Context: an optimization exercise on an open-source flow, tuned for small area. The choices shown serve that exercise and are no tape-out recipe.
Where RTL was checked, it was by simulation tests only, not by an equivalence proof against the original.
The flow treats the clock pin as an ideal source, which a real chip does not have.
Power and IR drop assume default switching activity.

## the baseline
Design taxi, start of the top module:
module taxi (
  clk, rst, mile_v, onride, double, night, subtotal, waiting, stopped,
  seg_cat, seg_AX, speed_led, night_led, double_led, ride_led, clk_sound,
  lattice_row, lattice_Rcol, lattice_Gcol, lcd_en, lcd_rs, lcd_data
);
==> flow/config.mk <==
export PLATFORM = sky130hd
export DESIGN_NAME = taxi
export DESIGN_NICKNAME = taxi
export VERILOG_FILES = /design/flow/design.v
export SDC_FILE = /design/flow/constraint.sdc
export NUM_CORES = 4
export LEC_CHECK = 0
export ABC_AREA = 1
export CAP_MARGIN = 20
export CORE_MARGIN = 2
export CORE_UTILIZATION = 70
export SLEW_MARGIN = 20
==> flow/constraint.sdc <==
create_clock -name core_clock -period 10.0 [get_ports {clk}]
set_input_delay 2.0000 -clock core_clock [delete_from_list [all_inputs] [get_ports {clk}]]
set_output_delay 2.0000 -clock core_clock [all_outputs]
set_load 0.01 [all_outputs]
standard.sh (not shown) runs the stock make flow with config.mk's settings and CLKGATE_MAP_FILE= SYNTH_SCRIPT=/design/flow/synth_recipe.tcl, a recipe that flattens the netlist after the stock synthesis.
==> flow/flow/run.sh <==
#!/bin/bash
# Own layout flow: the standard ORFS flow, with an area-oriented synthesis
# (no half/full-adder cell extraction, an area-recovering ABC script) and small
# port buffers / clock-tree buffers. Registers are those of the standard synthesis.
set -euo pipefail
W=$(pwd)
F=$W/flow
export MY_ABC_SCRIPT=$F/area.abc
cat > $W/own_synth.tcl <<EOT
proc abc {args} {
  set i [lsearch \$args -script]
  if {\$i >= 0} { lset args [expr {\$i+1}] \$::env(MY_ABC_SCRIPT) }
  yosys abc {*}\$args
}
proc extract_fa {args} {}
source $W/synth_recipe.tcl
EOT
bash standard.sh SYNTH_SCRIPT=$W/own_synth.tcl synth > $W/synth.log 2>&1
bash standard.sh "BUFFER_PORTS_ARGS=-buffer_cell sky130_fd_sc_hd__buf_1" \
  "CTS_ARGS=-sink_clustering_enable -repair_clock_nets -dont_use_dummy_load -buf_list sky130_fd_sc_hd__clkbuf_8" \
  finish > $W/layout.log 2>&1
==> flow/flow/area.abc <==
strash
&get -n
&st
&dch -f
&nf -R 1000
&put
mfs2 -a
strash
&get -n
&st
&dch -f
&nf -R 1000
&put
mfs2 -a
strash
&get -n
&st
&dch -f
&nf -R 1000
&put
mfs2 -a
strash
&get -n
&st
&dch -f
&nf -R 1000
&put
mfs2 -a
strash
&get -n
&st
&dch -f
&nf -R 1000
&put
mfs2 -a
strash
&get -n
&st
&dch -f
&nf -R 1000
&put
mfs2 -a
strash
&get -n
&st
&dch -f
&nf -R 1000
&put
Having completed the whole flow, the baseline delivered a layout that passed the timing, DRC and antenna checks.
Here is what was changed in the inputs of the candidate compared with the baseline.
--- a/flow/config.mk
+++ b/flow/config.mk
@@ -9,4 +9,4 @@
 export CAP_MARGIN = 20
 export CORE_MARGIN = 2
-export CORE_UTILIZATION = 70
+export CORE_UTILIZATION = 55
 export SLEW_MARGIN = 20
==> run notes <==
The candidate improves on the baseline in worst voltage drop across the vdd grid. The baseline and the candidate ended up with nearly the same final total power. The candidate: final worst-path cycle share 2.8 points below the baseline.

taxi, a different RTL version from the one above (not shown whole).
Size in the first run: roughly 1000 cells after synthesis, roughly 170 flip-flops, about 73 I/O pins, about 9000 sq um of cells after synthesis.
clock: 10.0 ns
lec_check: 0
abc_area: 1
cap_margin: 0
core_margin: 2
core_utilization: 55
gpl_timing_driven: 0
slew_margin: 0
Scripts as last shown in full above: flow/flow/run.sh, flow/flow/area.abc
The starting point went through all stages and came out clean.
Edit:
CAP_MARGIN = 20   (was 0)
GPL_TIMING_DRIVEN = unset   (was 0)
SLEW_MARGIN = 20   (was 0)
- die area stays the same
- clock power stays flat
- global-route usage rose by 1.1 points
- first-iteration DRC count increases by 18%
No functional check of the RTL was part of any run of this note.

RTL: one of the versions met above, not the one the previous note started from.
For scale: about 1000 cells after synthesis, about 170 flip-flops, about 73 I/O pins, ~8900 um^2 of cells after synthesis.
clock: 10.0 ns
lec_check: 0
abc_area: 1
cap_margin: 20
core_margin: 2
core_utilization: 55
slew_margin: 20
==> flow/flow/run.sh <==
#!/bin/bash
# Own layout flow: the standard ORFS flow, with
#  - an area-oriented synthesis (no half/full-adder cell extraction, an
#    iterated ABC area script); the registers are those of the standard synthesis
#  - small port buffers
#  - a two-level clock tree built after placement (clk port -> one root buffer
#    -> one leaf buffer per placement region), instead of TritonCTS's tree
# Each tool's output goes to its own log file in this folder.
set -euo pipefail
W=$(pwd)
F=$W/flow
export MY_ABC_SCRIPT=$F/area.abc
cat > $W/own_synth.tcl <<EOT
proc abc {args} {
  set i [lsearch \$args -script]
  if {\$i >= 0} { lset args [expr {\$i+1}] \$::env(MY_ABC_SCRIPT) }
  yosys abc {*}\$args
}
proc extract_fa {args} {}
source $W/synth_recipe.tcl
EOT
bash standard.sh SYNTH_SCRIPT=$W/own_synth.tcl synth > $W/synth.log 2>&1
bash standard.sh "BUFFER_PORTS_ARGS=-buffer_cell sky130_fd_sc_hd__buf_1" place > $W/place.log 2>&1
R=$W/orfs/results/$FLOW_PLATFORM/taxi/base
P=$FLOW_HOME/platforms/$FLOW_PLATFORM
cat > $W/clocktree_run.tcl <<EOT
read_liberty $P/lib/sky130_fd_sc_hd__tt_025C_1v80.lib
read_db $R/3_place.odb
read_sdc $R/3_place.sdc
source $P/setRC.tcl
source $F/clocktree.tcl
detailed_placement
size_leaves 0.115 sky130_fd_sc_hd__clkbuf_8
detailed_placement
check_placement
write_db $R/3_place.odb
EOT
CLKNET=clk SPLITS="0 1 0 1" ROOTBUF=sky130_fd_sc_hd__clkbuf_16 LEAFBUF=sky130_fd_sc_hd__clkbuf_4 \
  openroad -no_init -exit $W/clocktree_run.tcl > $W/clocktree.log 2>&1
bash standard.sh "BUFFER_PORTS_ARGS=-buffer_cell sky130_fd_sc_hd__buf_1" \
  "CTS_ARGS=-clk_nets clk -dont_use_dummy_load -buf_list sky130_fd_sc_hd__clkbuf_8" \
  finish > $W/layout.log 2>&1
Scripts as last shown in full above: flow/flow/area.abc
Other scripts of this flow, unchanged in this note and not shown: flow/flow/clocktree.tcl
The starting point produced a clean layout.
Change:
--- a/flow/flow/run.sh
+++ b/flow/flow/run.sh
@@ -3,2 +3,3 @@
-#  - an area-oriented synthesis (no half/full-adder cell extraction, an
-#    iterated ABC area script); the registers are those of the standard synthesis
+#  - an area-oriented synthesis (no half/full-adder cell extraction; iterated
+#    ABC area scripts, keeping the smallest result); the registers are those of
+#    the standard synthesis
@@ -12,2 +13,3 @@
-export MY_ABC_SCRIPT=$F/area.abc
-cat > $W/own_synth.tcl <<EOT
+# ABC runs once per script in flow/abc_*.script; the smallest netlist is kept
+export MY_ABC_SCRIPTS="$(ls $F/abc_*.script | tr '\n' ' ')"
+cat > $W/own_synth.tcl <<'EOT'
@@ -15,3 +17,20 @@
-  set i [lsearch \$args -script]
-  if {\$i >= 0} { lset args [expr {\$i+1}] \$::env(MY_ABC_SCRIPT) }
-  yosys abc {*}\$args
+  set lib [lindex $args [expr {[lsearch $args -liberty] + 1}]]
+  set si [expr {[lsearch $args -script] + 1}]
+  design -save pre_abc
+  set best 1e30
+  set bi -1
+  set i 0
+  foreach sc $::env(MY_ABC_SCRIPTS) {
+    design -load pre_abc
+    set a $args
+    lset a $si $sc
+    yosys abc {*}$a
+    set st [tee -q -s result.string stat {*}[list -liberty $lib]]
+    regexp {Chip area for module [^:]*: ([0-9.]+)} $st -> area
+    puts "ABC script $sc: area $area"
+    if {$area < $best} { set best $area; set bi $i }
+    design -save abc_$i
+    incr i
+  }
+  puts "ABC best: [lindex $::env(MY_ABC_SCRIPTS) $bi] ($best)"
+  design -load abc_$bi
@@ -20 +38,0 @@
-source $W/synth_recipe.tcl
@@ -21,0 +40 @@
+echo "source $W/synth_recipe.tcl" >> $W/own_synth.tcl
==> flow/flow/abc_it14.script (new file) <==
strash
&get -n
&st
&dch -f
&nf -R 1000
&put
mfs2 -a
strash
&get -n
&st
&dch -f
&nf -R 1000
&put
mfs2 -a
strash
&get -n
&st
&dch -f
&nf -R 1000
&put
mfs2 -a
strash
&get -n
&st
&dch -f
&nf -R 1000
&put
mfs2 -a
strash
&get -n
&st
&dch -f
&nf -R 1000
&put
mfs2 -a
strash
&get -n
&st
&dch -f
&nf -R 1000
&put
mfs2 -a
strash
&get -n
&st
&dch -f
&nf -R 1000
&put
mfs2 -a
strash
&get -n
&st
&dch -f
&nf -R 1000
&put
mfs2 -a
strash
&get -n
&st
&dch -f
&nf -R 1000
&put
mfs2 -a
strash
&get -n
&st
&dch -f
&nf -R 1000
&put
mfs2 -a
strash
&get -n
&st
&dch -f
&nf -R 1000
&put
mfs2 -a
strash
&get -n
&st
&dch -f
&nf -R 1000
&put
mfs2 -a
strash
&get -n
&st
&dch -f
&nf -R 1000
&put
mfs2 -a
strash
&get -n
&st
&dch -f
&nf -R 1000
&put
==> flow/flow/abc_it18.script (new file) <==
strash
&get -n
&st
&dch -f
&nf -R 1000
&put
mfs2 -a
strash
&get -n
&st
&dch -f
&nf -R 1000
&put
mfs2 -a
strash
&get -n
&st
&dch -f
&nf -R 1000
&put
mfs2 -a
strash
&get -n
&st
&dch -f
&nf -R 1000
&put
mfs2 -a
strash
&get -n
&st
&dch -f
&nf -R 1000
&put
mfs2 -a
strash
&get -n
&st
&dch -f
&nf -R 1000
&put
mfs2 -a
strash
&get -n
&st
&dch -f
&nf -R 1000
&put
mfs2 -a
strash
&get -n
&st
&dch -f
&nf -R 1000
&put
mfs2 -a
strash
&get -n
&st
&dch -f
&nf -R 1000
&put
mfs2 -a
strash
&get -n
&st
&dch -f
&nf -R 1000
&put
mfs2 -a
strash
&get -n
&st
&dch -f
&nf -R 1000
&put
mfs2 -a
strash
&get -n
&st
&dch -f
&nf -R 1000
&put
mfs2 -a
strash
&get -n
&st
&dch -f
&nf -R 1000
&put
mfs2 -a
strash
&get -n
&st
&dch -f
&nf -R 1000
&put
mfs2 -a
strash
&get -n
&st
&dch -f
&nf -R 1000
&put
mfs2 -a
strash
&get -n
&st
&dch -f
&nf -R 1000
&put
mfs2 -a
strash
&get -n
&st
&dch -f
&nf -R 1000
&put
mfs2 -a
strash
&get -n
&st
&dch -f
&nf -R 1000
&put
==> flow/flow/abc_it9.script (new file) <==
strash
&get -n
&st
&dch -f
&nf -R 1000
&put
mfs2 -a
strash
&get -n
&st
&dch -f
&nf -R 1000
&put
mfs2 -a
strash
&get -n
&st
&dch -f
&nf -R 1000
&put
mfs2 -a
strash
&get -n
&st
&dch -f
&nf -R 1000
&put
mfs2 -a
strash
&get -n
&st
&dch -f
&nf -R 1000
&put
mfs2 -a
strash
&get -n
&st
&dch -f
&nf -R 1000
&put
mfs2 -a
strash
&get -n
&st
&dch -f
&nf -R 1000
&put
mfs2 -a
strash
&get -n
&st
&dch -f
&nf -R 1000
&put
mfs2 -a
strash
&get -n
&st
&dch -f
&nf -R 1000
&put
==> flow/flow/abc_nf2k12.script (new file) <==
strash
&get -n
&st
&dch -f
&nf -R 2000
&put
mfs2 -a
strash
&get -n
&st
&dch -f
&nf -R 2000
&put
mfs2 -a
strash
&get -n
&st
&dch -f
&nf -R 2000
&put
mfs2 -a
strash
&get -n
&st
&dch -f
&nf -R 2000
&put
mfs2 -a
strash
&get -n
&st
&dch -f
&nf -R 2000
&put
mfs2 -a
strash
&get -n
&st
&dch -f
&nf -R 2000
&put
mfs2 -a
strash
&get -n
&st
&dch -f
&nf -R 2000
&put
mfs2 -a
strash
&get -n
&st
&dch -f
&nf -R 2000
&put
mfs2 -a
strash
&get -n
&st
&dch -f
&nf -R 2000
&put
mfs2 -a
strash
&get -n
&st
&dch -f
&nf -R 2000
&put
mfs2 -a
strash
&get -n
&st
&dch -f
&nf -R 2000
&put
mfs2 -a
strash
&get -n
&st
&dch -f
&nf -R 2000
&put
Settings changed: CORE_UTILIZATION 55 to 65.
removed: flow/flow/area.abc
=> The changed run went through all stages and came out clean. Synthesized area falls by 0.54%. Core utilization grows by 11 points. Die area fell by 15%. Power grows by 1.1%.
Change:
Settings changed: CORE_UTILIZATION 65 to 55.
What happened: Worst setup slack loses 0.050 ns; cell area came out higher by 0.80%; final cell count came out higher by 3.2%; sequential power hardly moves; worst hold slack loses 0.0078 ns; combinational power is about the same; sequential share of layout area came out lower by 0.35 points; routed wire length came out higher by 3.6%; total power came out higher by 0.85%.

-- re-timing with driven ports --
The results above use ideal ports. As a check the final layouts listed here were re-extracted and re-timed, cells and wires unchanged.
Step 1 sets driving cells, clkbuf_16 on the clock port and buf_2 on the other inputs (assumed; they add their load-dependent delay and slew).
Step 2 adds t to the input delays and takes it off the output delays; t is the mean of the earliest and latest rising clock arrival at the registers after step 1. Input paths then give back, and output paths get back, about the clock's delay inside the block.
a / b / c = ideal / step 1 / step 2; a / b = the first two.
run	shift t [ns]	slack for setup (ns)	clock arrival spread, ns	slew at the worst register clock pin (ns)	pins driven straight from the clock port
the baseline	0.479	3.133 / 3.109 / 2.991	0.040 / 0.040	0.10 / 0.10	1
the candidate	0.475	3.414 / 3.391 / 3.320	0.043 / 0.043	0.10 / 0.10	1
the first run of note 2	0.483	3.169 / 3.146 / 3.085	0.035 / 0.035	0.09 / 0.09	1
the second run of note 2	0.490	3.121 / 3.096 / 3.096	0.045 / 0.045	0.11 / 0.11	1
the first run of note 3	0.433	3.476 / 3.453 / 3.269	0.040 / 0.040	0.12 / 0.12	1
the second run of note 3	0.436	3.577 / 3.571 / 3.160	0.040 / 0.040	0.12 / 0.12	1
the third run of note 3	0.438	3.527 / 3.493 / 3.493	0.037 / 0.038	0.12 / 0.12	1
After both steps setup and hold are still met in every run listed. For the second run of note 3, which loses most, drivers alone change the setup slack by -0.006 ns; drivers and shift together by -0.417 ns.
